From an optimization exercise on the open Yosys and OpenROAD flow, aimed at small area, a short achievable clock period and few clock cycles per item; shortcuts taken in it are not production practice. Where RTL was checked, it was by simulation tests only, not by an equivalence proof against the original. No functional check of the RTL was part of runs 2 to 6. Power and IR drop assume default switching activity.

==> flow/design.v <==
module magma_enc(
    input  clk,
    input  rst,
    input  start,
    input  [255:0] key,
    input  [63:0] block_in,
    output ready,
    output reg valid,
    output [31:0] data,
    output [31:0] data_out
);
reg [3:0]  space[0:127];
initial begin
    $readmemh("table.hex", space);
end
reg [31:0] k0, k1, k2, k3, k4, k5, k6, k7;
reg [31:0] a1, a0;
reg [4:0]  cnt;
reg        busy;
wire load = start && !busy;
assign ready = !busy;
wire [2:0] idx = (cnt[4:3] == 2'b11) ? ~cnt[2:0] : cnt[2:0];
reg  [31:0] rk;
always @(*) begin
    case (idx)
        3'd0: rk = k0;
        3'd1: rk = k1;
        3'd2: rk = k2;
        3'd3: rk = k3;
        3'd4: rk = k4;
        3'd5: rk = k5;
        3'd6: rk = k6;
        default: rk = k7;
    endcase
end
wire [31:0] sum = a0 + rk;
wire [31:0] sb = {space[{3'd0, sum[31:28]}], space[{3'd1, sum[27:24]}],
                  space[{3'd2, sum[23:20]}], space[{3'd3, sum[19:16]}],
                  space[{3'd4, sum[15:12]}], space[{3'd5, sum[11:8]}],
                  space[{3'd6, sum[7:4]}],   space[{3'd7, sum[3:0]}]};
wire [31:0] g = {sb[20:0], sb[31:21]};
assign data_out = a0;
assign data     = a1;
always @(posedge clk) begin
    if (load) begin
        k0 <= key[255:224];
        k1 <= key[223:192];
        k2 <= key[191:160];
        k3 <= key[159:128];
        k4 <= key[127:96];
        k5 <= key[95:64];
        k6 <= key[63:32];
        k7 <= key[31:0];
    end
end
always @(posedge clk) begin
    if (load) begin
        a1 <= block_in[63:32];
        a0 <= block_in[31:0];
        cnt <= 5'd0;
    end else begin
        a1 <= a0;
        a0 <= a1 ^ g;
        cnt <= cnt + 5'd1;
    end
end
always @(posedge clk) begin
    if (rst) begin
        busy  <= 1'b0;
        valid <= 1'b0;
    end else begin
        valid <= busy && (cnt == 5'd31);
        if (load)
            busy <= 1'b1;
        else if (cnt == 5'd31)
            busy <= 1'b0;
    end
end
endmodule
==> flow/table.hex <==
1 7 E D 0 5 8 3 4 F A 6 9 C B 2
8 E 2 5 6 9 1 C F 4 B 0 D A 3 7
5 D F 6 9 2 C A B 7 8 1 4 3 E 0
7 F 5 A 8 1 6 D 0 9 3 E B 4 2 C
C 8 2 1 D 4 F 6 7 0 A 5 3 E 9 B
B 3 5 8 2 F A D E 1 7 4 C 9 6 0
6 8 2 3 9 A 5 C 1 E 4 7 B D 0 F
C 4 6 2 A 5 B 9 E 8 D 7 0 3 F 1
==> flow/run.sh <==
#!/bin/bash
# synth_recipe.tcl (not shown) runs the flow's synth.tcl, then flattens the netlist and writes it again
# the make line also repeats each setting of config.mk as NAME=value (left out here)
make -C /OpenROAD-flow-scripts/flow DESIGN_CONFIG=/design/flow/config.mk WORK_HOME=/design/flow/orfs CLKGATE_MAP_FILE= SYNTH_SCRIPT=/design/flow/synth_recipe.tcl finish
==> flow/config.mk <==
export PLATFORM = sky130hd
export DESIGN_NAME = magma_enc
export DESIGN_NICKNAME = magma_enc
export VERILOG_FILES = /design/flow/design.v
export SDC_FILE = /design/flow/constraint.sdc
export NUM_CORES = 4
export LEC_CHECK = 0
export CAP_MARGIN = 20
export CORE_MARGIN = 2
export CORE_UTILIZATION = 40
export PLACE_DENSITY = 0.6
export SLEW_MARGIN = 20
==> flow/constraint.sdc <==
create_clock -name core_clock -period 6.0 [get_ports {clk}]
set_input_delay 1.2000 -clock core_clock [delete_from_list [all_inputs] [get_ports {clk}]]
set_output_delay 1.2000 -clock core_clock [all_outputs]
set_load 0.01 [all_outputs]
==> results of run 1 <==
[worst paths after layout]
kind                          to  slack, ns  cells past startpoint
setup reg to reg   a0[7]$_DFF_P_       0.34                     22
hold reg to reg   a1[18]$_DFF_P_       0.48                      2
hold / removal    a1[18]$_DFF_P_       0.48                      2
setup / recovery   a0[7]$_DFF_P_       0.34                     22
[flip-flops by register name, summed over array words and instances, names as in the netlist]
signal and cells:
a0 32, a1 32, busy 1, cnt 5, k0 32, k1 32, k2 32, k3 32
k4 32, k5 32, k6 32, k7 32, valid 1
[what timing repair did]
action / 4_1_cts / 5_1_grt
endpoints found under the setup margin: 0 / 3
hold buffers: 0 / 0
resized for setup: 0 / 4
[logic make-up (layout without fill, tap and decap cells)]
kind of cell	count (synthesis)	count (layout)	share of synthesized area, %
AOI/OAI and AO/OA	332	332	15.5
xor gates and xnor gates	55	55	3.31
adders and majority gates	72	72	6.05
buffers and inverters	88	514	2.21
DFF	327	327	60.7
muxes	28	28	2.82
other	0	2	0
and+or+nand+nor	316	316	9.44
[per-stage QoR]
step / power (mW) / cells / hold slack (ns)
3_5_place_dp: 11.6 / 2048 / 0.480
2_1_floorplan: 9.22 / 1218 / 0.436
6_report: 13.7 / 2114 / 0.485
4_1_cts: 13.8 / 2112 / 0.489
5_1_grt: 14.9 / 2114 / 0.516
3_3_place_gp: 11.4 / 2048 / 0.450
[routing by layer]
| metal | GRT usage, % | up-vias | share of wire (%) |
|---|---|---|---|
| met5 | 0 | - | 0.087 |
| met4 | 7.24 | 6 | 2.6 |
| met3 | 3.88 | 67 | 5.6 |
| met2 | 40.9 | 412 | 50 |
| met1 | 31.1 | 5433 | 42 |
| li1 | - | 5416 | - |
[cell type report]
cell class | instances | share of cell area, %
timing repair buffer | 414 | 19.9
antenna | 2 | 0.0241
sequential | 327 | 43.8
clock buffer | 46 | 4.51
tap | 468 | 2.82
multi-input combinational | 803 | 27.3
clock inverter | 18 | 0.957
inverter | 36 | 0.686
[power by group through the flow]
stage | registers [mW] | clock network (mW) | logic (mW)
finish | 3.14 | 2.15 | 8.44
floorplan | 3.12 | 0 | 6.10
global route | 3.18 | 2.28 | 9.45
detailed placement | 3.20 | 0 | 8.44
global placement | 3.20 | 0 | 8.25
CTS | 3.15 | 2.19 | 8.48
[cell usage in the layout, fill, tap and decap left out, drive strengths merged, types with 5 or more instances in the layout]
master,synthesis,layout
edfxtp,256,256
a22oi,77,77
or2,7,7
a221oi,21,21
o211ai,6,6
a211oi,9,9
inv,36,37
nand2b,7,7
a21oi,62,62
and3,10,10
clkinv,0,13
nor2,77,77
a21o,31,31
buf,9,26
nand3,28,28
mux4,11,11
mux2i,13,13
nand4,14,14
xor2,22,22
o22ai,10,10
nor2b,7,7
nand2,141,141
clkbuf,43,46
clkdlybuf4s50,0,388
o31a,5,5
ha,71,71
dfxtp,71,71
nor3,11,11
o21ai,47,47
o21a,6,6
a22o,19,19
a31oi,14,14
xnor2,33,33
[worst min-delay path, delay by kind of cell, from the launching register on]
| family | cells | cell delay [ns] |
|---|---|---|
| flops | 1 | 0.34 |
| simple gates | 2 | 0.12 |
==> flow_metrics.py, run 1 <==
metrics = {
    "timing": {
        "tightest_slew_ns": 0.937,
        "fin_crit_sh_pct": 94.4,
        "finClkSkew_ns": 0.0176,
        "finalSetupTns_ns": 0,
        "finalHoldViolations": 0,
        "rsz0062_at_grt": "no",
        "fin_ws_ns": 0.339,
        "slew-limit-headroom_pct": 37.5,
        "maxSlewViolCount": 0,
        "max_freq_ghz": 0.177,
        "finalSetupViolCount": 0,
        "period_minus_slack_ns": 5.66,
    },
    "critical_path": {
        "start_kind": "flop",
        "cp-startpoint": "cnt[1]$_SDFF_PP0_",
        "worstPathMaxFanout": 11,
        "end_kind": "flop",
        "crit_buf_inv": 1,
        "critical_path.cell_chain": "nand2b_1 -> o22ai_4 -> a22o_1 -> a221oi_1 -> a31oi_1 -> ha_1 -> fa_1 -> a21oi_2 -> nor2_1 -> o31a_1 -> o41a_1 -> a211oi_2 -> nor3_1 -> a31oi_1 -> xnor2_1 -> inv_1 -> ha_1 -> nor2_1 -> nor3_1 -> a21oi_1 -> mux2_1 -> nand4_1",
        "required_ns": 6.46,
        "max_stage_delay_ns": 0.54,
        "crit_slowest_cell": "dfxtp_1",
        "critPathTopFamily": "compound AO/OA/AOI/OAI gates",
        "rr_startpoint": "cnt[1]$_SDFF_PP0_",
        "path_class": "flop to flop",
        "cp.arrival_ns": 6.12,
    },
    "placed_design": {
        "gp_congestion": 0.906,
        "place_area_um2": 19600,
        "place_ws_ns": 0.281,
        "place_hpwl_mm": 36.7,
        "io_buffers": 388,
    },
    "yosys": {
        "synth_top_cell_by_area": "edfxtp_1",
        "synth_ff_type": "edfxtp_1",
        "ys_top_cells_by_area": "edfxtp_1 51%, dfxtp_1 9.5%, ha_1 5.9%",
        "syn_area_um2": 15000,
        "synthCells": 1218,
        "async_reset_ff_share_pct": 0,
        "ys_seq_area_share_pct": 60.7,
        "synth_commonest_cells": "256 x edfxtp_1, 141 x nand2_1, 77 x a22oi_1, 77 x nor2_1",
        "synth_cell_type_count": 70,
        "yosysTopAreaCellShare_pct": 51.2,
        "synth_seq_cells": 327,
        "synth_edf_count": 256,
        "ys_warn_count": 1,
        "syn_avg_cell_area_um2": 12.3,
        "synthesis.nets": 1613,
        "yosysMostFrequentCell": "edfxtp_1",
    },
    "routing": {
        "initialDrtViolationCount": 840,
        "dr.pass1.iters": 8,
        "routedWlPerCell_um": 22.3,
        "dr_total_vias": 11300,
        "final_antenna_net_count": 0,
        "drc_errors": 0,
        "drt-vias-per-instance": 5.36,
        "drt-total-wl_mm": 47.1,
    },
    "cts": {
        "numCtsBuffers": 36,
        "clock_path_buffers": 3,
        "cts_setup_buffers": 0,
        "cts_tree": "built",
        "cts.sinks": 327,
        "cts-root-buf": "clkbuf_16",
        "clk_pin_slew_ns": 0.06,
        "cts_htree_levels": 2,
        "clock_latency_ns": 0.52,
    },
    "global_routing": {
        "grt.overflow.total": 0,
        "grt_use_total_pct": 23.8,
        "antenna_found_initial": 5,
        "grt_pass1_wl_mm": 68.9,
        "grt_max_degree": 140,
        "grt_pass1_vias": 11300,
    },
    "run_status": {
        "run_status": "complete, no violations",
    },
    "power": {
        "intPower_mw": 7.97,
        "ir_drop_mv": 0.315,
        "switching_power_mw": 5.77,
        "switching_share_pct": 42.0,
        "clkPwrFrac_pct": 15.7,
        "p_seq_share_pct": 22.9,
        "leakagePower_nw": 7.82,
        "power.density_nw_per_um2": 661,
        "comb_power_share_pct": 61.5,
    },
    "floorplan": {
        "die_area_um2": 39100,
        "start_util_pct": 40.8,
        "die_w_um": 198,
        "fp.coreArea_um2": 36800,
        "die_height_um": 198,
        "ios": 389,
        "rows": 70,
    },
    "worst_hold_path": {
        "min_path_type": "flop to flop",
        "hp-start": "a0[18]$_DFF_P_",
    },
    "cells_and_area": {
        "final_util_pct": 56.5,
        "area_growth_pct": 38.5,
        "multi_input_area_um2": 5680,
        "fillerInstances": 3087,
        "design_area_um2": 20800,
        "seqCellArea_um2": 9110,
        "drive_gt1_share_pct": 7.36,
        "nets": 2013,
    },
    "job": {
        "drv_cap": 0,
    },
}
Testbench counts, summed over its fixed seeds: cycles 25,344, items 768.
==> run 2, diff against run 1 <==
==> flow/design.v (replaced) <==
module magma_enc(
    input  clk,
    input  rst,
    input  start,
    input  [255:0] key,
    input  [63:0] block_in,
    output ready,
    output reg valid,
    output [31:0] data,
    output [31:0] data_out
);
reg [3:0]  space[0:127];
initial begin
    $readmemh("table.hex", space);
end
reg [31:0] kr0, kr1, kr2, kr3, kr4, kr5, kr6, kr7;
reg [31:0] rk;
reg [31:0] a1, a0;
reg [4:0]  cnt;
reg        busy;
assign ready = !busy;
assign data_out = a0;
assign data     = a1;
wire [7:0]  gen, prop;
wire [31:0] t0, t1;
genvar n;
generate
    for (n = 0; n < 8; n = n + 1) begin : nib
        wire [4:0] s  = {1'b0, a0[4*n+3:4*n]} + {1'b0, rk[4*n+3:4*n]};
        wire [3:0] s1 = s[3:0] + 4'd1;
        assign gen[n]  = s[4];
        assign prop[n] = &s[3:0];
        assign t0[4*n+3:4*n] = space[{3'd7 - n[2:0], s[3:0]}];
        assign t1[4*n+3:4*n] = space[{3'd7 - n[2:0], s1}];
    end
endgenerate
wire [7:0] cin;
assign cin[0] = 1'b0;
generate
    for (n = 1; n < 8; n = n + 1) begin : cy
        assign cin[n] = gen[n-1] | (prop[n-1] & cin[n-1]);
    end
endgenerate
wire [31:0] sb;
generate
    for (n = 0; n < 8; n = n + 1) begin : sel
        assign sb[4*n+3:4*n] = cin[n] ? t1[4*n+3:4*n] : t0[4*n+3:4*n];
    end
endgenerate
wire [31:0] g = {sb[20:0], sb[31:21]};
reg [31:0] rk_next;
always @(*) begin
    if (cnt < 5'd23)
        rk_next = kr1;
    else
        case (cnt[1:0])
            2'd3: rk_next = kr0;    
            2'd0: rk_next = kr6;    
            2'd1: rk_next = kr4;    
            default: rk_next = kr2;  
        endcase
end
always @(posedge clk) begin
    if (!busy) begin
        kr0 <= key[255:224];
        kr1 <= key[223:192];
        kr2 <= key[191:160];
        kr3 <= key[159:128];
        kr4 <= key[127:96];
        kr5 <= key[95:64];
        kr6 <= key[63:32];
        kr7 <= key[31:0];
        rk  <= key[255:224];
        a1  <= block_in[63:32];
        a0  <= block_in[31:0];
        cnt <= 5'd0;
    end else begin
        kr0 <= kr1;
        kr1 <= kr2;
        kr2 <= kr3;
        kr3 <= kr4;
        kr4 <= kr5;
        kr5 <= kr6;
        kr6 <= kr7;
        kr7 <= kr0;
        rk  <= rk_next;
        a1  <= a0;
        a0  <= a1 ^ g;
        cnt <= cnt + 5'd1;
    end
end
always @(posedge clk) begin
    if (rst) begin
        busy  <= 1'b0;
        valid <= 1'b0;
    end else begin
        valid <= busy && (cnt == 5'd31);
        if (!busy)
            busy <= start;
        else if (cnt == 5'd31)
            busy <= 1'b0;
    end
end
endmodule
==> flow_metrics.py, run 2 <==
metrics = {
    "run_status": {
        "run_status": "complete, no violations",
    },
    "timing": {
        "finClkSkew_ns": 0.0108,
        "finalSetupTns_ns": 0,
        "period_minus_slack_ns": 4.00,
        "finalHoldViolations": 0,
        "rsz0062_at_grt": "no",
        "fin_crit_sh_pct": 66.7,
        "finalSetupViolCount": 0,
        "tightest_slew_ns": 1.05,
        "slew-limit-headroom_pct": 29.8,
        "max_freq_ghz": 0.250,
        "maxSlewViolCount": 0,
    },
    "routing": {
        "final_antenna_net_count": 0,
        "dr.pass1.iters": 5,
        "dr_total_vias": 13300,
        "drt-total-wl_mm": 52.5,
        "drt-vias-per-instance": 5.22,
        "drc_errors": 0,
        "routedWlPerCell_um": 20.6,
        "initialDrtViolationCount": 790,
    },
    "job": {
        "drv_cap": 0,
    },
    "yosys": {
        "ys_warn_count": 1,
        "yosysMostFrequentCell": "dfxtp_1",
        "yosysTopAreaCellShare_pct": 41.7,
        "ys_top_cells_by_area": "dfxtp_1 42%, mux2_2 20%, ha_1 6.3%",
        "synth_ff_type": "dfxtp_1",
        "syn_avg_cell_area_um2": 10.7,
        "async_reset_ff_share_pct": 0,
        "synth_top_cell_by_area": "dfxtp_1",
        "synth_commonest_cells": "359 x dfxtp_1, 307 x mux2_2, 152 x a21oi_1",
        "synthCells": 1613,
        "synth_seq_cells": 359,
        "ys_seq_area_share_pct": 41.7,
        "synthesis.nets": 2031,
        "syn_area_um2": 17200,
        "synth_cell_type_count": 88,
        "synth_edf_count": 0,
    },
    "critical_path": {
        "cp.arrival_ns": 4.50,
        "worstPathMaxFanout": 12,
        "required_ns": 6.50,
        "cp_common_cell": "ha_1",
        "end_kind": "flop",
        "worst-r2r-setup-slack_ns": 2.00,
        "path_class": "flop to flop",
        "crit_slowest_cell": "fa_1",
        "max_stage_delay_ns": 0.65,
        "critical_path.cell_chain": "ha_1 -> fa_1 -> ha_1 -> inv_1 -> or3_1 -> mux2_4 -> o2bb2ai_4 -> o31ai_4 -> a21boi_0 -> o311ai_0 -> a22o_1",
        "crit_buf_inv": 1,
        "start_kind": "flop",
        "critPathTopFamily": "compound AO/OA/AOI/OAI gates",
    },
    "global_routing": {
        "grt_max_degree": 189,
        "grt_use_total_pct": 23.0,
        "grt.overflow.total": 0,
        "antenna_found_initial": 17,
        "grt_pass1_vias": 13400,
        "grt_pass1_wl_mm": 78.0,
    },
    "cts": {
        "clk_pin_slew_ns": 0.06,
        "clock_path_buffers": 3,
        "cts_setup_buffers": 0,
        "cts-root-buf": "clkbuf_16",
        "cts.sinks": 359,
        "post_cts_resized": 0,
        "clock_latency_ns": 0.56,
        "cts_hold_buf": 0,
        "cts_htree_levels": 2,
        "numCtsBuffers": 41,
        "cts_tree": "built",
    },
    "power": {
        "clkPwrFrac_pct": 19.5,
        "switching_power_mw": 5.12,
        "p_seq_share_pct": 24.7,
        "power.density_nw_per_um2": 547,
        "switching_share_pct": 41.0,
        "leakagePower_nw": 9.07,
        "intPower_mw": 7.37,
        "ir_drop_mv": 0.208,
        "comb_power_share_pct": 55.8,
    },
    "floorplan": {
        "die_area_um2": 44700,
        "ios": 389,
        "rows": 76,
        "start_util_pct": 40.2,
        "die_height_um": 211,
        "fp.coreArea_um2": 42800,
        "die_w_um": 211,
    },
    "placed_design": {
        "place_area_um2": 21500,
        "io_buffers": 388,
        "place_hpwl_mm": 39.6,
        "gp_congestion": 0.849,
    },
    "cells_and_area": {
        "nets": 2386,
        "drive_gt1_share_pct": 21.2,
        "area_growth_pct": 32.5,
        "seqCellArea_um2": 7190,
        "final_cell_mix": "388 x clkdlybuf4s50_1, 358 x dfxtp_1, 307 x mux2_2, 152 x a21oi_1, 144 x nor2_1",
        "multi_input_area_um2": 9480,
        "final_common_cell": "clkdlybuf4s50_1",
        "final_util_pct": 53.3,
        "fillerInstances": 3858,
        "design_area_um2": 22800,
    },
    "worst_hold_path": {
        "min_path_type": "flop to flop",
    },
}
## run 2: cell families after synthesis
family / Yosys count / share of synthesized area (%)
flip-flops: 359 / 41.7
XOR/XNOR: 66 / 3.97
adder cells (fa/ha/maj): 96 / 7.31
AO/OA/AOI/OAI: 325 / 12.7
AND/OR/NAND/NOR: 282 / 7.30
multiplexers: 350 / 23.6
buffers and inverters: 135 / 3.35
## run 2: power groups by stage
stage | clock network [mW] | registers [mW] | logic [mW]
2_1_floorplan | 0 | 3.07 | 5.01
3_3_place_gp | 0 | 3.13 | 6.94
3_5_place_dp | 0 | 3.14 | 6.90
4_1_cts | 2.51 | 3.09 | 6.95
5_1_grt | 2.60 | 3.13 | 7.62
6_report | 2.43 | 3.08 | 6.97
## run 2: area by class of cell
type / instances / share of cell area, %
clock inverters: 9 / 0.351
inverters: 48 / 0.790
clock buffers: 64 / 5.32
repair buffers: 399 / 17.4
well taps: 546 / 2.99
flip-flops and latches: 359 / 31.5
multi-input cells: 1119 / 41.6
diodes: 3 / 0.0329
## run 2: routing by layer
metal  part of all wire, %  GRT usage [%]  vias up
met2                    46           37.3      400
li1                      -              -     6570
met4                   3.3           9.08       20
met3                   7.3           6.29       98
met5                  0.28              0        -
met1                    43           29.1     6205
## run 2: path summary, 6_finish.rpt
check	start	end	cells past startpoint
setup / recovery	a0[12]$_DFF_P_	a0[10]$_DFF_P_	11
hold / removal	kr3[1]$_DFF_P_	kr2[1]$_DFF_P_	1
setup reg to reg	a0[12]$_DFF_P_	a0[10]$_DFF_P_	11
hold reg to reg	kr3[1]$_DFF_P_	kr2[1]$_DFF_P_	1
## run 2: through the flow
stage	hold WS, ns	instances	power (mW)	setup WS (ns)
floorplan	0.425	1613	8.08	2.73
global placement	0.435	2471	10.1	2.10
detailed placement	0.438	2471	10.0	2.05
CTS	0.454	2544	12.5	2.03
global route	0.461	2547	13.3	1.77
finish	0.449	2547	12.5	2.00
==> run 3, diff against run 2 <==
--- a/flow/config.mk
+++ b/flow/config.mk
@@ -7,2 +7,3 @@
 export LEC_CHECK = 0
+export ABC_CLOCK_PERIOD_IN_PS = 1500
 export CAP_MARGIN = 20
==> flow_metrics.py, run 3 <==
metrics = {
    "global_routing": {
        "grt_max_degree": 189,
        "grt.overflow.total": 0,
        "grt_pass1_wl_mm": 78.0,
        "antenna_found_initial": 17,
        "grt_pass1_vias": 13400,
        "grt_use_total_pct": 23.0,
    },
    "floorplan": {
        "die_height_um": 211,
        "ios": 389,
        "rows": 76,
        "fp.coreArea_um2": 42800,
        "die_area_um2": 44700,
        "die_w_um": 211,
        "start_util_pct": 40.2,
    },
    "cells_and_area": {
        "multi_input_area_um2": 9480,
        "nets": 2386,
        "area_growth_pct": 32.5,
        "drive_gt1_share_pct": 21.2,
        "final_cell_mix": "388 x clkdlybuf4s50_1, 358 x dfxtp_1, 307 x mux2_2, 152 x a21oi_1, 144 x nor2_1",
        "final_common_cell": "clkdlybuf4s50_1",
        "seqCellArea_um2": 7190,
        "fillerInstances": 3858,
    },
    "critical_path": {
        "cp_common_cell": "ha_1",
        "critPathCapture": "a0[10]$_DFF_P_",
        "cp.arrival_ns": 4.50,
        "rr_startpoint": "a0[12]$_DFF_P_",
        "cp-startpoint": "a0[12]$_DFF_P_",
        "required_ns": 6.50,
        "path_class": "flop to flop",
        "start_kind": "flop",
        "crit_slowest_cell": "fa_1",
        "max_stage_delay_ns": 0.65,
        "worst-r2r-setup-slack_ns": 2.00,
        "worstPathMaxFanout": 12,
        "rr_worst_depth": 11,
        "critical_path.cell_chain": "ha_1 -> fa_1 -> ha_1 -> inv_1 -> or3_1 -> mux2_4 -> o2bb2ai_4 -> o31ai_4 -> a21boi_0 -> o311ai_0 -> a22o_1",
        "timing.rr.end": "a0[10]$_DFF_P_",
        "end_kind": "flop",
    },
    "yosys": {
        "synth_edf_count": 0,
        "ys_seq_area_share_pct": 41.7,
        "synthesis.nets": 2031,
        "yosysMostFrequentCell": "dfxtp_1",
        "yosysTopAreaCellShare_pct": 41.7,
        "async_reset_ff_share_pct": 0,
        "ys_top_cells_by_area": "dfxtp_1 42%, mux2_2 20%, ha_1 6.3%",
        "ys_warn_count": 1,
        "syn_avg_cell_area_um2": 10.7,
        "synth_ff_type": "dfxtp_1",
        "synth_top_cell_by_area": "dfxtp_1",
        "synthCells": 1613,
        "synth_commonest_cells": "359 x dfxtp_1, 307 x mux2_2, 152 x a21oi_1",
        "syn_area_um2": 17200,
        "synth_seq_cells": 359,
        "synth_cell_type_count": 88,
    },
    "routing": {
        "drt-vias-per-instance": 5.22,
        "initialDrtViolationCount": 790,
        "dr.pass1.iters": 5,
        "drt-total-wl_mm": 52.5,
        "routedWlPerCell_um": 20.6,
        "dr_total_vias": 13300,
        "final_antenna_net_count": 0,
        "drc_errors": 0,
    },
    "cts": {
        "numCtsBuffers": 41,
        "cts.sinks": 359,
        "cts_htree_levels": 2,
        "cts_tree": "built",
        "clk_pin_slew_ns": 0.06,
        "clock_path_buffers": 3,
        "clock_latency_ns": 0.56,
        "cts-root-buf": "clkbuf_16",
        "cts_hold_buf": 0,
        "post_cts_resized": 0,
        "cts_setup_buffers": 0,
    },
    "timing": {
        "max_freq_ghz": 0.250,
        "finalSetupTns_ns": 0,
        "fin_crit_sh_pct": 66.7,
        "finClkSkew_ns": 0.0108,
        "maxSlewViolCount": 0,
        "tightest_slew_ns": 1.05,
        "rsz0062_at_grt": "no",
        "finalSetupViolCount": 0,
        "finalHoldViolations": 0,
        "period_minus_slack_ns": 4.00,
        "fin_hold_ws_ns": 0.449,
        "slew-limit-headroom_pct": 29.8,
    },
    "worst_hold_path": {
        "min_path_type": "flop to flop",
    },
    "power": {
        "leakagePower_nw": 9.07,
        "power.density_nw_per_um2": 547,
        "ir_drop_mv": 0.208,
    },
    "placed_design": {
        "io_buffers": 388,
        "place_hpwl_mm": 39.6,
        "gp_congestion": 0.849,
    },
    "job": {
        "drv_cap": 0,
    },
    "run_status": {
        "run_status": "complete, no violations",
    },
}
run 3: cell counts after synthesis:
No cell type changed its count.
run 3: cell families after synthesis:
kind of cell | synth area share [%]
AOI/OAI and AO/OA | 12.7
buffers and inverters | 3.35
adders and majority gates | 7.31
DFF | 41.7
xor gates and xnor gates | 3.97
and+or+nand+nor | 7.30
muxes | 23.6
run 3: how the worst min path moves through the flow:
stage / start / endpoint / slack (ns) / cells after the start
2_1_floorplan: cnt[0]$_SDFF_PN0_ / cnt[0]$_SDFF_PN0_ / 0.43 / 1
5_1_grt: kr3[31]$_DFF_P_ / kr2[31]$_DFF_P_ / 0.46 / 1
4_1_cts: kr7[31]$_DFF_P_ / kr6[31]$_DFF_P_ / 0.45 / 1
3_3_place_gp: kr5[17]$_DFF_P_ / kr4[17]$_DFF_P_ / 0.44 / 1
3_5_place_dp: kr3[15]$_DFF_P_ / kr2[15]$_DFF_P_ / 0.44 / 1
6_report: kr3[1]$_DFF_P_ / kr2[1]$_DFF_P_ / 0.45 / 1
run 3: area by class of cell:
| type | count | share of cell area [%] |
|---|---|---|
| antenna | 3 | 0.0329 |
| clock buffer | 64 | 5.32 |
| clock inverter | 9 | 0.351 |
| inverter | 48 | 0.790 |
| multi-input combinational | 1119 | 41.6 |
| sequential | 359 | 31.5 |
| tap | 546 | 2.99 |
| timing repair buffer | 399 | 17.4 |
run 3: report_power, final:
group          total (mW)  switching [mW]  internal [mW]
Clock                2.43            1.01           1.43
Sequential           3.08           0.315           2.77
Combinational        6.97            3.80           3.17
run 3: critical path: cells and delay by family (launching register included):
family                     cells  cell delay (ns)
AOI/OAI and AO/OA              5             1.76
adders and majority gates      3             1.15
and+or+nand+nor                1             0.34
DFF                            1             0.32
muxes                          1             0.29
buffers and inverters          1             0.09
run 3: per-layer routing:
metal / global-route usage, % / up-vias / routed length, um
li1: - / 6570 / -
met1: 29.1 / 6205 / 22800
met2: 37.3 / 400 / 24000
met3: 6.29 / 98 / 3820
met4: 9.08 / 20 / 1720
met5: 0 / - / 145
run 3: stage by stage:
step	area (um2)	power, mW	worst slack [ns]	cells	util (%)
6_report	22800	12.5	2.00	2547	53.3
5_1_grt	22800	13.3	1.77	2547	53.3
3_3_place_gp	21500	10.1	2.10	2471	50.3
4_1_cts	22800	12.5	2.03	2544	53.3
2_1_floorplan	17200	8.08	2.73	1613	-
3_5_place_dp	21500	10.0	2.05	2471	50.3
==> run 4, diff against run 3 <==
--- a/flow/design.v
+++ b/flow/design.v
@@ -28,7 +28,11 @@
     for (n = 0; n < 8; n = n + 1) begin : nib
-        wire [4:0] s  = {1'b0, a0[4*n+3:4*n]} + {1'b0, rk[4*n+3:4*n]};
-        wire [3:0] s1 = s[3:0] + 4'd1;
-        assign gen[n]  = s[4];
-        assign prop[n] = &s[3:0];
-        assign t0[4*n+3:4*n] = space[{3'd7 - n[2:0], s[3:0]}];
+        wire [3:0] x = a0[4*n+3:4*n];
+        wire [3:0] k = rk[4*n+3:4*n];
+        wire [3:0] gg = x & k;
+        wire [3:0] tt = x | k;
+        wire [3:0] s  = x + k;
+        wire [3:0] s1 = x + k + 4'd1;
+        assign gen[n]  = gg[3] | tt[3] & (gg[2] | tt[2] & (gg[1] | tt[1] & gg[0]));
+        assign prop[n] = gg[3] | tt[3] & (gg[2] | tt[2] & (gg[1] | tt[1] & tt[0]));
+        assign t0[4*n+3:4*n] = space[{3'd7 - n[2:0], s}];
         assign t1[4*n+3:4*n] = space[{3'd7 - n[2:0], s1}];
==> flow/flow/run.sh (new file) <==
#!/bin/bash
cp standard.sh standard_sh.txt
export BUFFER_PORTS_ARGS="-buffer_cell sky130_fd_sc_hd__buf_1"
bash standard.sh > standard.log 2>&1
==> flow/standard.sh (new file) <==
#!/bin/bash
# synth_recipe.tcl (not shown) runs the flow's synth.tcl, then flattens the netlist and writes it again
# the make line also repeats each setting of config.mk as NAME=value (left out here)
make -C /OpenROAD-flow-scripts/flow DESIGN_CONFIG=/design/flow/config.mk WORK_HOME=/design/flow/orfs CLKGATE_MAP_FILE= SYNTH_SCRIPT=/design/flow/synth_recipe.tcl "${@:-finish}"
--- a/flow/config.mk
+++ b/flow/config.mk
@@ -7,3 +7,2 @@
 export LEC_CHECK = 0
-export ABC_CLOCK_PERIOD_IN_PS = 1500
 export CAP_MARGIN = 20
@@ -12,2 +11,3 @@
 export PLACE_DENSITY = 0.6
+export SETUP_SLACK_MARGIN = 2.0
 export SLEW_MARGIN = 20
removed: flow/run.sh
==> flow_metrics.py, run 4 <==
metrics = {
    "run_status": {
        "run_status": "complete, no violations",
    },
    "timing": {
        "fin_ws_ns": 2.39,
        "finalSetupViolCount": 0,
        "tightest_slew_ns": 1.04,
        "max_freq_ghz": 0.277,
        "period_minus_slack_ns": 3.61,
        "maxSlewViolCount": 0,
        "slew-limit-headroom_pct": 30.4,
        "finClkSkew_ns": 0.0199,
        "fin_crit_sh_pct": 60.2,
        "finalHoldViolations": 0,
        "rsz0062_at_grt": "no",
        "finalSetupTns_ns": 0,
        "fin_hold_ws_ns": 0.449,
    },
    "yosys": {
        "synth_commonest_cells": "359 x dfxtp_1, 302 x mux2_2, 167 x nor2_1",
        "yosysTopAreaCellShare_pct": 40.5,
        "synthCells": 1738,
        "async_reset_ff_share_pct": 0,
        "syn_area_um2": 17700,
        "yosysMostFrequentCell": "dfxtp_1",
        "synth_cell_type_count": 75,
        "ys_warn_count": 1,
        "syn_avg_cell_area_um2": 10.2,
        "synthesis.nets": 2184,
        "synth_edf_count": 0,
        "synth_ff_type": "dfxtp_1",
        "synth_top_cell_by_area": "dfxtp_1",
        "ys_seq_area_share_pct": 40.5,
        "ys_top_cells_by_area": "dfxtp_1 41%, mux2_2 19%, ha_1 8.1%",
        "synth_seq_cells": 359,
    },
    "placed_design": {
        "io_buffers": 388,
        "place_ws_ns": 2.41,
        "gp_congestion": 0.876,
        "place_hpwl_mm": 37.8,
    },
    "routing": {
        "final_antenna_net_count": 0,
        "drc_errors": 0,
        "dr.pass1.iters": 7,
        "drt-vias-per-instance": 5.13,
        "initialDrtViolationCount": 956,
        "drt-total-wl_mm": 50.4,
        "routedWlPerCell_um": 18.5,
        "dr_total_vias": 13900,
    },
    "critical_path": {
        "cp-startpoint": "a0[8]$_DFF_P_",
        "worst-r2r-setup-slack_ns": 2.39,
        "cp_common_cell": "inv_1",
        "crit_buf_inv": 3,
        "path_depth": 13,
        "worstPathMaxFanout": 9,
        "path_class": "flop to flop",
        "rr_worst_depth": 13,
        "end_kind": "flop",
        "critPathTopFamily": "adder cells",
        "rr_startpoint": "a0[8]$_DFF_P_",
        "crit_slowest_cell": "fa_1",
        "critPathCapture": "a0[21]$_DFF_P_",
        "critical_path.cell_chain": "ha_1 -> inv_1 -> fa_1 -> inv_1 -> ha_1 -> inv_1 -> xnor2_1 -> nor2_1 -> a21o_1 -> a211o_1 -> o21ai_0 -> xor2_1 -> mux2_2",
        "timing.rr.end": "a0[21]$_DFF_P_",
        "required_ns": 6.45,
        "cp.arrival_ns": 4.06,
        "max_stage_delay_ns": 0.59,
        "start_kind": "flop",
    },
    "cts": {
        "clock_latency_ns": 0.56,
        "cts-root-buf": "clkbuf_16",
        "cts_htree_levels": 2,
        "clock_path_buffers": 3,
        "cts_setup_buffers": 0,
        "cts_hold_buf": 0,
        "clk_pin_slew_ns": 0.06,
        "cts.sinks": 359,
        "post_cts_resized": 0,
        "numCtsBuffers": 41,
        "cts_tree": "built",
    },
    "cells_and_area": {
        "final_util_pct": 47.8,
        "nets": 2541,
        "final_cell_mix": "388 x buf_1, 358 x dfxtp_1, 302 x mux2_2, 167 x nor2_1, 152 x a21oi_1",
        "fillerInstances": 4222,
        "drive_gt1_share_pct": 19.2,
        "area_growth_pct": 18.6,
        "final_common_cell": "buf_1",
    },
    "global_routing": {
        "grt_max_degree": 184,
        "grt_pass1_wl_mm": 77.2,
        "grt_pass1_vias": 13900,
        "grt.overflow.total": 0,
        "grt_use_total_pct": 21.2,
        "antenna_found_initial": 6,
    },
    "floorplan": {
        "die_area_um2": 46100,
        "fp.coreArea_um2": 44000,
        "rows": 77,
        "die_height_um": 215,
        "start_util_pct": 40.3,
        "die_w_um": 215,
        "ios": 389,
    },
    "power": {
        "p_total_mw": 12.2,
        "ir_drop_mv": 0.233,
        "power.density_nw_per_um2": 580,
        "leakagePower_nw": 8.57,
    },
    "job": {
        "drv_cap": 0,
    },
    "worst_hold_path": {
        "min_path_type": "flop to flop",
    },
}
run 4: cell count changes after synthesis, moves of 6 or more:
cell      change
nand2_1       +6
xnor2_1       -6
nand2b_1      +7
a211oi_1     +11
ha_1         +28
nor2_1       +23
inv_1        +60
run 4: worst register-to-register path: cells and delay by family, from the launching register on:
kind | cells | cell delay [ns]
compound gates | 3 | 0.61
xor+xnor | 2 | 0.65
fa+ha+maj | 3 | 1.04
buf+inv | 3 | 0.32
flops | 1 | 0.47
mux | 1 | 0.27
simple gates | 1 | 0.15
run 4: through the flow:
step / instance area, um2 / std cells
floorplan: 17700 / 1738
global placement: 19700 / 2644
detailed placement: 19700 / 2644
CTS: 21000 / 2715
global route: 21000 / 2719
finish: 21000 / 2719
run 4: cells by family (layout without fill, tap and decap cells):
kind of cell / Yosys count / count (layout) / synth area share [%]
flip-flops: 359 / 359 / 40.5
AO/OA/AOI/OAI: 346 / 346 / 12.7
multiplexers: 337 / 337 / 22.0
AND/OR/NAND/NOR: 320 / 320 / 8.07
buffers and inverters: 191 / 576 / 4.04
adder cells (fa/ha/maj): 124 / 124 / 9.07
XOR/XNOR: 61 / 61 / 3.64
other: 0 / 4 / 0
run 4: layout make-up:
class,count,area [um2],area share [%]
Clock buffer,54,1120,5.35
Timing Repair Buffer,398,1560,7.40
Tap cell,592,741,3.52
Multi-Input combinational cell,1188,9860,46.9
Clock inverter,17,156,0.743
Sequential cell,359,7190,34.2
Inverter,107,402,1.91
Antenna cell,4,10.0,0.0476
run 4: power by group:
part	total (mW)	switching, mW	internal [mW]
Sequential	3.14	0.371	2.77
Clock	2.43	1.02	1.41
Combinational	6.64	3.75	2.90
Total	12.2	5.14	7.07
run 4: worst min path at each step:
| stage | start | endpoint | slack (ns) | cells after the start |
|---|---|---|---|---|
| after floorplan | cnt[0]$_SDFF_PN0_ | cnt[0]$_SDFF_PN0_ | 0.43 | 1 |
| after global placement | kr5[3]$_DFF_P_ | kr4[3]$_DFF_P_ | 0.43 | 1 |
| after detailed placement | kr5[13]$_DFF_P_ | kr4[13]$_DFF_P_ | 0.44 | 1 |
| after CTS | kr7[7]$_DFF_P_ | kr6[7]$_DFF_P_ | 0.45 | 1 |
| after global routing | kr5[4]$_DFF_P_ | kr4[4]$_DFF_P_ | 0.46 | 1 |
| final | kr7[7]$_DFF_P_ | kr6[7]$_DFF_P_ | 0.45 | 1 |
run 4: routing by layer:
layer	global-route usage (%)	up-vias	part of all wire, %
li1	-	6882	-
met1	27.8	6545	45
met2	34.9	436	46
met3	5.23	76	6.6
met4	5.74	2	2.2
met5	0	-	0.026
==> run 5, diff against run 4 <==
--- a/flow/config.mk
+++ b/flow/config.mk
@@ -11,3 +11,3 @@
 export PLACE_DENSITY = 0.6
-export SETUP_SLACK_MARGIN = 2.0
+export SETUP_SLACK_MARGIN = 3.0
 export SLEW_MARGIN = 20
==> flow_metrics.py, run 5 <==
metrics = {
    "run_status": {
        "run_status": "complete, no violations",
    },
    "power": {
        "ir_drop_mv": 0.273,
        "power.density_nw_per_um2": 605,
        "leakagePower_nw": 8.78,
    },
    "floorplan": {
        "die_area_um2": 46100,
        "start_util_pct": 40.3,
        "die_height_um": 215,
        "ios": 389,
        "die_w_um": 215,
        "fp.coreArea_um2": 44000,
        "rows": 77,
    },
    "cells_and_area": {
        "drive_gt1_share_pct": 23.6,
        "area_growth_pct": 22.8,
        "final_cell_mix": "388 x buf_1, 353 x dfxtp_1, 302 x mux2_2, 167 x nor2_1, 149 x a21oi_1",
        "nets": 2566,
        "final_common_cell": "buf_1",
        "fillerInstances": 4122,
        "final_util_pct": 49.5,
    },
    "yosys": {
        "ys_seq_area_share_pct": 40.5,
        "synth_cell_type_count": 75,
        "ys_top_cells_by_area": "dfxtp_1 41%, mux2_2 19%, ha_1 8.1%",
        "synth_commonest_cells": "359 x dfxtp_1, 302 x mux2_2, 167 x nor2_1",
        "synth_edf_count": 0,
        "synthesis.nets": 2184,
        "synth_seq_cells": 359,
        "yosysTopAreaCellShare_pct": 40.5,
        "synth_top_cell_by_area": "dfxtp_1",
        "yosysMostFrequentCell": "dfxtp_1",
        "synthCells": 1738,
        "synth_ff_type": "dfxtp_1",
        "async_reset_ff_share_pct": 0,
        "syn_avg_cell_area_um2": 10.2,
        "ys_warn_count": 1,
        "syn_area_um2": 17700,
    },
    "cts": {
        "clock_latency_ns": 0.57,
        "numCtsBuffers": 41,
        "cts_hold_buf": 0,
        "cts.sinks": 359,
        "clk_pin_slew_ns": 0.06,
        "clock_path_buffers": 3,
        "cts_tree": "built",
        "cts-root-buf": "clkbuf_16",
        "cts_htree_levels": 2,
    },
    "global_routing": {
        "grt_pass1_vias": 13800,
        "grt_use_total_pct": 21.2,
        "grt.overflow.total": 0,
        "antenna_found_initial": 7,
        "grt_max_degree": 194,
        "grt_pass1_wl_mm": 76.9,
    },
    "routing": {
        "drt-total-wl_mm": 50.8,
        "dr_total_vias": 14200,
        "initialDrtViolationCount": 1122,
        "drt-vias-per-instance": 5.17,
        "dr.pass1.iters": 9,
        "drc_errors": 0,
        "routedWlPerCell_um": 18.5,
        "final_antenna_net_count": 0,
    },
    "critical_path": {
        "worst-r2r-setup-slack_ns": 3.06,
        "rr_startpoint": "a0[16]$_DFF_P_",
        "required_ns": 6.45,
        "start_kind": "flop",
        "cp.arrival_ns": 3.39,
        "timing.rr.end": "a0[28]$_DFF_P_",
        "rr_worst_depth": 10,
        "end_kind": "flop",
        "worstPathMaxFanout": 8,
        "path_class": "flop to flop",
    },
    "timing": {
        "period_minus_slack_ns": 2.94,
        "finalSetupViolCount": 0,
        "finClkSkew_ns": 0.0142,
        "finalHoldViolations": 0,
        "tightest_slew_ns": 1.24,
        "rsz0062_at_grt": "yes",
        "maxSlewViolCount": 0,
        "finalSetupTns_ns": 0,
        "fin_hold_ws_ns": 0.451,
        "max_freq_ghz": 0.341,
        "fin_crit_sh_pct": 48.9,
        "slew-limit-headroom_pct": 17.4,
    },
    "placed_design": {
        "io_buffers": 388,
        "gp_congestion": 0.890,
        "place_hpwl_mm": 37.0,
    },
    "worst_hold_path": {
        "min_path_cells": 1,
        "hp-start": "kr5[1]$_DFF_P_",
        "min_path_type": "flop to flop",
        "holdPathEnd": "kr4[1]$_DFF_P_",
    },
    "job": {
        "drv_cap": 0,
    },
}
## run 5: cell types whose count changed in the layout (fill, tap and decap cells not counted), moves of 7 or more
| cell | change |
|---|---|
| ha_4 | +7 |
| ha_2 | +12 |
| fa_1 | -7 |
| ha_1 | -19 |
| xnor2_1 | -9 |
| xor2_1 | -7 |
| fa_2 | +7 |
| buf_4 | +25 |
## run 5: worst max-delay path, cell delays in order (launching register included)
cell        delay, ns
dfxtp_1          0.37
ha_2             0.23
fa_2             0.66
ha_4             0.20
clkinvlp_4       0.18
o31ai_1          0.24
a21oi_1          0.11
o221ai_1         0.20
mux2i_1          0.17
xor2_1           0.17
mux2_2           0.27
## run 5: what timing repair did
item / in CTS / in global routing
endpoints found under the hold margin: 0 / 0
buffers inserted: 5 / 19
resized for setup: 38 / 56
endpoints found under the setup margin: 28 / 27
pin swaps: 3 / 20
gates cloned: 0 / 0
## run 5: worst max path at each step
stage / startpoint / cells past startpoint / endpoint / slack, ns
final: a0[16]$_DFF_P_ / 10 / a0[28]$_DFF_P_ / 3.06
after global routing: a0[28]$_DFF_P_ / 11 / a0[7]$_DFF_P_ / 2.90
after CTS: a0[8]$_DFF_P_ / 11 / a0[21]$_DFF_P_ / 2.95
after detailed placement: a0[9]$_DFF_P_ / 10 / a0[21]$_DFF_P_ / 2.55
after global placement: a0[9]$_DFF_P_ / 10 / a0[21]$_DFF_P_ / 2.61
after floorplan: a0[24]$_DFF_P_ / 11 / a0[6]$_DFF_P_ / 2.96
## run 5: layout make-up
| cell class | count | area [um2] | area share [%] |
|---|---|---|---|
| multi-input cells | 1188 | 10300 | 47.4 |
| flip-flops and latches | 359 | 7200 | 33.0 |
| repair buffers | 423 | 1740 | 8.00 |
| clock buffers | 56 | 1170 | 5.38 |
| well taps | 592 | 741 | 3.40 |
| inverters | 107 | 413 | 1.89 |
| clock inverters | 15 | 185 | 0.850 |
| diodes | 5 | 12.5 | 0.0574 |
## run 5: kinds of logic after synthesis
logic type                 share of synthesized area (%)
AOI/OAI and AO/OA                                   12.7
adders and majority gates                           9.07
muxes                                               22.0
DFF                                                 40.5
and+or+nand+nor                                     8.07
xor gates and xnor gates                            3.64
buffers and inverters                               4.04
## run 5: power breakdown
| part | internal [mW] | total (mW) | switching [mW] |
|---|---|---|---|
| clock | 1.47 | 2.51 | 1.04 |
| combinational | 3.46 | 7.53 | 4.06 |
| sequential | 2.77 | 3.15 | 0.378 |
## run 5: through the flow
| stage | power (mW) | area, um2 | setup slack [ns] | cells |
|---|---|---|---|---|
| floorplan | 8.19 | 17800 | 2.96 | 1738 |
| global placement | 9.66 | 19800 | 2.61 | 2645 |
| detailed placement | 9.78 | 19800 | 2.55 | 2645 |
| CTS | 12.7 | 21400 | 2.95 | 2721 |
| global route | 14.1 | 21800 | 2.90 | 2742 |
| finish | 13.2 | 21800 | 3.06 | 2745 |
## run 5: layer usage
| layer | global-route usage, % | wire length (um) | vias to the layer above | part of all wire, % |
|---|---|---|---|---|
| met2 | 33.8 | 23000 | 505 | 45 |
| met4 | 6.62 | 1230 | 4 | 2.4 |
| met3 | 6.11 | 4210 | 76 | 8.3 |
| li1 | - | - | 6935 | - |
| met1 | 27.8 | 22300 | 6660 | 44 |
| met5 | 0 | 27 | - | 0.053 |
==> run 6, diff against run 5 <==
--- a/flow/design.v
+++ b/flow/design.v
@@ -23,4 +23,4 @@
 assign data     = a1;
-wire [7:0]  gen, prop;
-wire [31:0] t0, t1;
+wire [31:0] sum = a0 + rk;
+wire [31:0] sb;
 genvar n;
@@ -28,25 +28,3 @@
     for (n = 0; n < 8; n = n + 1) begin : nib
-        wire [3:0] x = a0[4*n+3:4*n];
-        wire [3:0] k = rk[4*n+3:4*n];
-        wire [3:0] gg = x & k;
-        wire [3:0] tt = x | k;
-        wire [3:0] s  = x + k;
-        wire [3:0] s1 = x + k + 4'd1;
-        assign gen[n]  = gg[3] | tt[3] & (gg[2] | tt[2] & (gg[1] | tt[1] & gg[0]));
-        assign prop[n] = gg[3] | tt[3] & (gg[2] | tt[2] & (gg[1] | tt[1] & tt[0]));
-        assign t0[4*n+3:4*n] = space[{3'd7 - n[2:0], s}];
-        assign t1[4*n+3:4*n] = space[{3'd7 - n[2:0], s1}];
-    end
-endgenerate
-wire [7:0] cin;
-assign cin[0] = 1'b0;
-generate
-    for (n = 1; n < 8; n = n + 1) begin : cy
-        assign cin[n] = gen[n-1] | (prop[n-1] & cin[n-1]);
-    end
-endgenerate
-wire [31:0] sb;
-generate
-    for (n = 0; n < 8; n = n + 1) begin : sel
-        assign sb[4*n+3:4*n] = cin[n] ? t1[4*n+3:4*n] : t0[4*n+3:4*n];
+        assign sb[4*n+3:4*n] = space[{3'd7 - n[2:0], sum[4*n+3:4*n]}];
     end
--- a/flow/config.mk
+++ b/flow/config.mk
@@ -11,3 +11,3 @@
 export PLACE_DENSITY = 0.6
-export SETUP_SLACK_MARGIN = 3.0
+export SETUP_SLACK_MARGIN = 3.5
 export SLEW_MARGIN = 20
==> flow_metrics.py, run 6 <==
metrics = {
    "global_routing": {
        "grt_use_total_pct": 22.0,
        "grt_pass1_wl_mm": 70.2,
        "antenna_found_initial": 5,
        "grt_max_degree": 165,
        "grt_pass1_vias": 12600,
        "grt.overflow.total": 0,
    },
    "timing": {
        "finalSetupTns_ns": 0,
        "finClkSkew_ns": 0.0247,
        "tightest_slew_ns": 0.926,
        "finalSetupViolCount": 0,
        "period_minus_slack_ns": 3.31,
        "maxSlewViolCount": 0,
        "max_freq_ghz": 0.302,
        "finalHoldViolations": 0,
        "fin_crit_sh_pct": 55.2,
        "rsz0062_at_grt": "yes",
        "slew-limit-headroom_pct": 38.3,
    },
    "cts": {
        "cts_tree": "built",
        "cts_htree_levels": 2,
        "clk_pin_slew_ns": 0.06,
        "numCtsBuffers": 40,
        "clock_path_buffers": 3,
        "cts.sinks": 359,
        "clock_latency_ns": 0.57,
        "cts-root-buf": "clkbuf_16",
    },
    "yosys": {
        "synth_ff_type": "dfxtp_1",
        "synth_edf_count": 0,
        "ys_top_cells_by_area": "dfxtp_1 45%, mux2_2 22%, ha_1 5.7%",
        "synth_seq_cells": 359,
        "yosysMostFrequentCell": "dfxtp_1",
        "syn_avg_cell_area_um2": 10.7,
        "synth_top_cell_by_area": "dfxtp_1",
        "synth_commonest_cells": "359 x dfxtp_1, 305 x mux2_2, 143 x a21oi_1",
        "ys_warn_count": 1,
        "syn_area_um2": 15900,
        "synth_cell_type_count": 65,
        "synthCells": 1481,
        "yosysTopAreaCellShare_pct": 45.2,
        "async_reset_ff_share_pct": 0,
        "synthesis.nets": 1878,
        "ys_seq_area_share_pct": 45.2,
    },
    "power": {
        "ir_drop_mv": 0.318,
        "power.density_nw_per_um2": 607,
        "leakagePower_nw": 8.02,
    },
    "cells_and_area": {
        "final_common_cell": "buf_1",
        "final_cell_mix": "387 x buf_1, 342 x dfxtp_1, 300 x mux2_2, 135 x nor2_1, 129 x a21oi_1",
        "seqCellArea_um2": 7230,
        "fillerInstances": 3525,
        "design_area_um2": 21000,
        "final_util_pct": 53.3,
        "nets": 2311,
        "multi_input_area_um2": 9580,
        "drive_gt1_share_pct": 32.7,
        "area_growth_pct": 32.2,
    },
    "critical_path": {
        "required_ns": 6.44,
        "end_kind": "flop",
        "cp.arrival_ns": 3.75,
        "path_class": "flop to flop",
        "worstPathMaxFanout": 2,
        "start_kind": "flop",
    },
    "routing": {
        "drt-total-wl_mm": 47.8,
        "dr.pass1.iters": 6,
        "drc_errors": 0,
        "drt-vias-per-instance": 5.14,
        "final_antenna_net_count": 0,
        "initialDrtViolationCount": 769,
        "dr_total_vias": 12700,
        "routedWlPerCell_um": 19.4,
    },
    "floorplan": {
        "die_w_um": 203,
        "fp.coreArea_um2": 39500,
        "start_util_pct": 40.3,
        "die_area_um2": 41400,
        "die_height_um": 203,
        "ios": 389,
        "rows": 73,
    },
    "run_status": {
        "run_status": "complete, no violations",
    },
    "placed_design": {
        "io_buffers": 388,
        "place_hpwl_mm": 34.4,
        "place_area_um2": 18100,
        "gp_congestion": 0.894,
    },
    "job": {
        "drv_cap": 0,
    },
    "worst_hold_path": {
        "min_path_type": "flop to flop",
    },
}
[run 6: cell types whose count changed after synthesis, sizes merged, moves of 13 or more]
cell	delta
a21oi	-14
ha	-42
inv	-70
nand3	-13
nor2	-29
o21ai	-15
[run 6: metrics by stage]
stage          setup WS [ns]  cells  hold slack [ns]  total power, mW
2_1_floorplan           2.83   1481            0.433             6.95
3_3_place_gp            2.43   2330            0.436             8.18
3_5_place_dp            2.40   2330            0.440             8.30
4_1_cts                 2.69   2429            0.454             11.8
5_1_grt                 2.60   2467            0.461             13.5
6_report                2.69   2469            0.450             12.8
[run 6: report_power, final]
| part | switching (mW) | total (mW) | internal, mW | leakage, nW |
|---|---|---|---|---|
| Combinational | 3.69 | 7.23 | 3.54 | 4.36 |
| Clock | 1.01 | 2.42 | 1.41 | 0.625 |
| Sequential | 0.318 | 3.11 | 2.79 | 3.03 |
[run 6: final timing paths]
| check | start | to | slack [ns] | depth (start not counted) |
|---|---|---|---|---|
| min | kr5[6]$_DFF_P_ | kr4[6]$_DFF_P_ | 0.45 | 1 |
| min reg2reg | kr5[6]$_DFF_P_ | kr4[6]$_DFF_P_ | 0.45 | 1 |
| max | a0[0]$_DFF_P_ | a0[22]$_DFF_P_ | 2.69 | 15 |
| max reg2reg | a0[0]$_DFF_P_ | a0[22]$_DFF_P_ | 2.69 | 15 |
[run 6: critical path, stage by stage, from the launching register on]
cell and delay, ns:
dfxtp_4 0.35, ha_4 0.15, inv_2 0.05, fa_2 0.19, nand2b_4 0.14, a21oi_4 0.05
buf_4 0.14, buf_6 0.11, o21a_1 0.20, o21ai_2 0.16, a21boi_2 0.08, or4b_4 0.53
nand3_4 0.12, mux4_2 0.52, xnor2_1 0.14, mux2_2 0.25
[run 6: what timing repair did]
action,4_1_cts,5_1_grt
resized for setup,133,96
pin swaps,59,50
hold buffers,0,0
setup buffers,31,36
endpoints found under the setup margin,107,66
[run 6: layer usage]
| metal | vias up | GRT usage (%) | share of wire (%) |
|---|---|---|---|
| li1 | 6203 | - | - |
| met1 | 6033 | 26.8 | 41 |
| met2 | 380 | 37.3 | 49 |
| met3 | 82 | 5.29 | 6.5 |
| met4 | 2 | 9.10 | 3.1 |
| met5 | - | 0 | 0.027 |
[run 6: cell families (layout without fill, tap and decap cells)]
kind of cell             Yosys count  count (layout)  share of synthesized area (%)
AND/OR/NAND/NOR                  260             260                           7.23
multiplexers                     327             327                           23.8
XOR/XNOR                          55              55                           3.08
other                              0               4                              0
buffers and inverters            110             569                           2.60
AO/OA/AOI/OAI                    296             296                           12.2
flip-flops                       359             359                           45.2
adder cells (fa/ha/maj)           74              74                           5.87
[run 6: final cells by class]
type | count | area share (%)
well taps | 525 | 3.13
inverters | 37 | 0.756
flip-flops and latches | 359 | 34.4
clock inverters | 11 | 0.732
clock buffers | 57 | 5.40
multi-input cells | 1012 | 45.6
repair buffers | 464 | 9.94
diodes | 4 | 0.0476
==> run 7, diff against run 6 <==
--- a/flow/design.v
+++ b/flow/design.v
@@ -23,4 +23,4 @@
 assign data     = a1;
-wire [31:0] sum = a0 + rk;
-wire [31:0] sb;
+wire [7:0]  gen, prop;
+wire [31:0] t0, t1;
 genvar n;
@@ -28,3 +28,42 @@
     for (n = 0; n < 8; n = n + 1) begin : nib
-        assign sb[4*n+3:4*n] = space[{3'd7 - n[2:0], sum[4*n+3:4*n]}];
+        wire [3:0] x = a0[4*n+3:4*n];
+        wire [3:0] k = rk[4*n+3:4*n];
+        wire [3:0] gg = x & k;
+        wire [3:0] tt = x | k;
+        wire [3:0] pp = x ^ k;
+        wire [3:0] s, s1;
+        assign s[0]  = pp[0];
+        assign s[1]  = pp[1] ^ gg[0];
+        assign s[2]  = pp[2] ^ (gg[1] | tt[1] & x[0] & k[0]);
+        assign s[3]  = pp[3] ^ (gg[2] | tt[2] & x[1] & k[1] | tt[2] & tt[1] & x[0] & k[0]);
+        assign s1[0] = ~pp[0];
+        assign s1[1] = pp[1] ^ tt[0];
+        assign s1[2] = pp[2] ^ (gg[1] | tt[1] & (x[0] | k[0]));
+        assign s1[3] = pp[3] ^ (gg[2] | tt[2] & x[1] & k[1] | tt[2] & tt[1] & (x[0] | k[0]));
+        assign gen[n]  = gg[3] | tt[3] & gg[2] | tt[3] & tt[2] & gg[1] | tt[3] & tt[2] & tt[1] & gg[0];
+        assign prop[n] = gg[3] | tt[3] & gg[2] | tt[3] & tt[2] & gg[1] | tt[3] & tt[2] & tt[1] & tt[0];
+        assign t0[4*n+3:4*n] = space[{3'd7 - n[2:0], s}];
+        assign t1[4*n+3:4*n] = space[{3'd7 - n[2:0], s1}];
+    end
+endgenerate
+wire [7:0] cin;
+assign cin[0] = 1'b0;
+generate
+    for (n = 1; n < 8; n = n + 1) begin : cy
+        wire [n-1:0] term;
+        genvar j;
+        for (j = 0; j < n; j = j + 1) begin : tm
+            if (j == n - 1) begin : last
+                assign term[j] = gen[j];
+            end else begin : mid
+                assign term[j] = gen[j] & (&prop[n-1:j+1]);
+            end
+        end
+        assign cin[n] = |term;
+    end
+endgenerate
+wire [31:0] sb;
+generate
+    for (n = 0; n < 8; n = n + 1) begin : sel
+        assign sb[4*n+3:4*n] = cin[n] ? t1[4*n+3:4*n] : t0[4*n+3:4*n];
     end
--- a/flow/config.mk
+++ b/flow/config.mk
@@ -11,3 +11,3 @@
 export PLACE_DENSITY = 0.6
-export SETUP_SLACK_MARGIN = 3.5
+export SETUP_SLACK_MARGIN = 4.0
 export SLEW_MARGIN = 20
==> flow_metrics.py, run 7 <==
metrics = {
    "job": {
        "drv_cap": 0,
    },
    "yosys": {
        "synth_compound_area_share_pct": 8.97,
        "ys_warn_count": 1,
        "synth_top_family_by_area": "multiplexers",
        "synth_commonest_cells": "359 x dfxtp_1, 307 x mux2_2, 154 x a21oi_1",
        "synth-simple-area-share_pct": 5.79,
        "ys_seq_area_share_pct": 40.5,
        "synth_xor_area_share_pct": 3.69,
        "synth_ff_type": "dfxtp_1",
        "synth_fa_ha_area_share_pct": 11.4,
        "ys_top_cells_by_area": "dfxtp_1 40%, mux2_2 19%, ha_1 11%",
        "synth_cell_type_count": 58,
        "synth_seq_cells": 359,
        "synthesis.nets": 2134,
        "synth_edf_count": 0,
        "synth_mux_area_share_pct": 25.2,
        "async_reset_ff_share_pct": 0,
        "syn_avg_cell_area_um2": 10.7,
        "syn_area_um2": 17800,
        "yosysMostFrequentCell": "dfxtp_1",
        "yosysTopAreaCellShare_pct": 40.5,
        "synthCells": 1655,
        "synth_top_cell_by_area": "dfxtp_1",
    },
    "routing": {
        "drc_errors": 0,
        "dr.pass1.iters": 7,
        "initialDrtViolationCount": 761,
        "routedWlPerCell_um": 19.3,
        "final_antenna_net_count": 0,
        "drt-vias-per-instance": 5.03,
        "dr_total_vias": 14100,
        "drt-total-wl_mm": 54.0,
    },
    "worst_hold_path": {
        "min_path_type": "flop to flop",
        "hp-start": "kr7[15]$_DFF_P_",
        "min_path_cells": 1,
    },
    "cells_and_area": {
        "seqCellArea_um2": 7390,
        "final_common_cell": "buf_1",
        "finalNonFillerCells": 2794,
        "design_area_um2": 24700,
        "multi_input_area_um2": 11200,
        "nets": 2646,
        "final_cell_mix": "322 x buf_1, 301 x mux2_2, 274 x dfxtp_1, 141 x nor2_1, 118 x a21oi_1",
        "area_growth_pct": 39.3,
        "drive_gt1_share_pct": 42.8,
        "fillerInstances": 3822,
    },
    "timing": {
        "finClkSkew_ns": 0.0193,
        "finalSetupViolCount": 0,
        "finalHoldViolations": 0,
        "finalSetupTns_ns": 0,
        "fin_hold_ws_ns": 0.447,
        "fin_crit_sh_pct": 45.8,
        "rsz0062_at_grt": "yes",
        "slew-limit-headroom_pct": 47.7,
        "max_freq_ghz": 0.364,
        "maxSlewViolCount": 0,
        "tightest_slew_ns": 0.777,
        "period_minus_slack_ns": 2.75,
    },
    "cts": {
        "cts-root-buf": "clkbuf_16",
        "cts_hold_buf": 0,
        "cts_htree_levels": 2,
        "clk_pin_slew_ns": 0.06,
        "cts.sinks": 359,
        "cts_tree": "built",
        "numCtsBuffers": 40,
        "clock_latency_ns": 0.57,
        "clock_path_buffers": 3,
    },
    "global_routing": {
        "antenna_found_initial": 10,
        "grt_use_total_pct": 22.2,
        "grt_pass1_vias": 14400,
        "grt.overflow.total": 0,
        "grt_pass1_wl_mm": 80.2,
        "grt_max_degree": 206,
    },
    "critical_path": {
        "rr_startpoint": "a0[24]$_DFF_P_",
        "cp.arrival_ns": 3.19,
        "crit_slowest_cell": "fa_2",
        "start_kind": "flop",
        "end_kind": "flop",
        "path_class": "flop to flop",
        "rr_worst_depth": 11,
        "worst-r2r-setup-slack_ns": 3.25,
        "cp_common_cell": "inv_2",
        "timing.rr.end": "a0[6]$_DFF_P_",
        "max_stage_delay_ns": 0.64,
        "required_ns": 6.44,
        "cp-startpoint": "a0[24]$_DFF_P_",
        "critPathCapture": "a0[6]$_DFF_P_",
        "critical_path.cell_chain": "inv_2 -> ha_4 -> fa_2 -> inv_2 -> buf_4 -> maj3_1 -> nor2_2 -> a21oi_2 -> mux2i_4 -> xor2_1 -> mux2_2",
        "worstPathMaxFanout": 6,
    },
    "power": {
        "power.density_nw_per_um2": 590,
        "ir_drop_mv": 0.302,
        "leakagePower_nw": 10.0,
        "p_total_mw": 14.6,
    },
    "floorplan": {
        "die_area_um2": 46100,
        "die_height_um": 215,
        "ios": 389,
        "fp.coreArea_um2": 44000,
        "start_util_pct": 40.3,
        "die_w_um": 215,
        "rows": 77,
    },
    "placed_design": {
        "io_buffers": 388,
        "dp.cells": 2569,
        "place_area_um2": 20300,
        "gp_congestion": 0.828,
        "place_hpwl_mm": 36.4,
    },
    "run_status": {
        "run_status": "complete, no violations",
    },
}
==> run 7: changes by cell type after synthesis, sizes merged, moves of 6 or more <==
cell	change
xnor2	+17
inv	+102
nand2	-15
nor3	-12
nor2	+12
mux2i	+24
o21ai	-14
a21o	-13
a21oi	+13
mux4	+19
ha	+76
and3	-7
fa	+6
==> run 7: worst max-delay path, delay by kind of cell (launching register included) <==
kind	cells	cell delay, ns
adders and majority gates	3	1.16
muxes	2	0.48
DFF	1	0.40
buffers and inverters	3	0.26
and+or+nand+nor	1	0.16
xor gates and xnor gates	1	0.09
AOI/OAI and AO/OA	1	0.07
==> run 7: stage by stage <==
stage | setup slack (ns) | util, %
floorplan | 3.42 | -
global placement | 2.94 | 46.1
detailed placement | 2.88 | 46.1
CTS | 3.30 | 54.6
global route | 3.20 | 56.1
finish | 3.25 | 56.2
==> run 7: power breakdown <==
group          internal, mW  switching [mW]  leakage, nW
Clock                  1.55            1.03        0.677
Sequential             2.85           0.369         3.04
Combinational          4.56            4.23         6.31
Total                  8.96            5.62         10.0
==> run 7: worst min-delay path by stage <==
stage	to	slack, ns
finish	kr6[15]$_DFF_P_	0.45
global route	kr2[3]$_DFF_P_	0.45
global placement	kr4[16]$_DFF_P_	0.43
floorplan	kr2[0]$_DFF_P_	0.43
CTS	kr6[15]$_DFF_P_	0.44
detailed placement	kr6[26]$_DFF_P_	0.44
==> run 7: per-layer routing <==
layer / track usage [%] / part of all wire, %
met1: 27.4 / 42
met2: 37.9 / 49
met3: 5.08 / 6.2
met4: 8.29 / 3.0
met5: 0 / 0.048
==> run 7: timing repair <==
item,in CTS,in global routing
endpoints found under the setup margin,368,160
endpoints found under the hold margin,0,0
setup buffers,116,29
pin swaps,71,51
resized for setup,383,91
gates cloned,0,3
==> run 7: cell families after synthesis <==
kind of cell             count (synthesis)
adder cells (fa/ha/maj)                158
XOR/XNOR                                74
AND/OR/NAND/NOR                        234
AO/OA/AOI/OAI                          249
buffers and inverters                  209
flip-flops                             359
multiplexers                           372
==> run 7: area by class of cell <==
class | count | area share (%)
diodes | 4 | 0.0405
clock buffers | 59 | 4.62
clock inverters | 14 | 0.982
inverters | 138 | 2.22
multi-input cells | 1087 | 45.4
flip-flops and latches | 359 | 29.9
well taps | 592 | 3.00
repair buffers | 541 | 13.8
Testbench counts of run 7, summed over its fixed seeds: cycles 25,344, items 768.

-- afterwards: timing with drivers on the ports --
The results above use ideal ports. As a check the final layouts listed here were re-extracted and re-timed, cells and wires unchanged.
Step 1 sets driving cells, clkbuf_16 on the clock port and buf_2 on the other inputs (assumed; they add their load-dependent delay and slew).
Step 2 times the ports against the registers' clock, not the clock port: input delays grow and output delays shrink by t, the midpoint of the rising clock arrivals with the driver on.
a / b / c = no drivers / after step 1 / after step 2; a / b = the first two.
run	shift t [ns]	setup slack, ns	worst setup path at the end	worst data-port slew with drivers (ns)	pins driven straight from the clock port
run 1	0.571	0.339 / 0.339 / 0.339	register to register	0.08	1
run 2	0.611	1.999 / 1.999 / 1.999	register to register	0.11	1
run 3	0.611	1.999 / 1.999 / 1.999	register to register	0.11	1
run 4	0.603	2.390 / 2.390 / 2.390	register to register	0.09	1
run 5	0.615	3.064 / 3.064 / 3.064	register to register	0.08	1
run 6	0.611	2.687 / 2.687 / 2.687	register to register	0.08	1
run 7	0.613	3.252 / 3.252 / 3.252	register to register	0.13	1
After both steps every run listed still meets setup and hold.
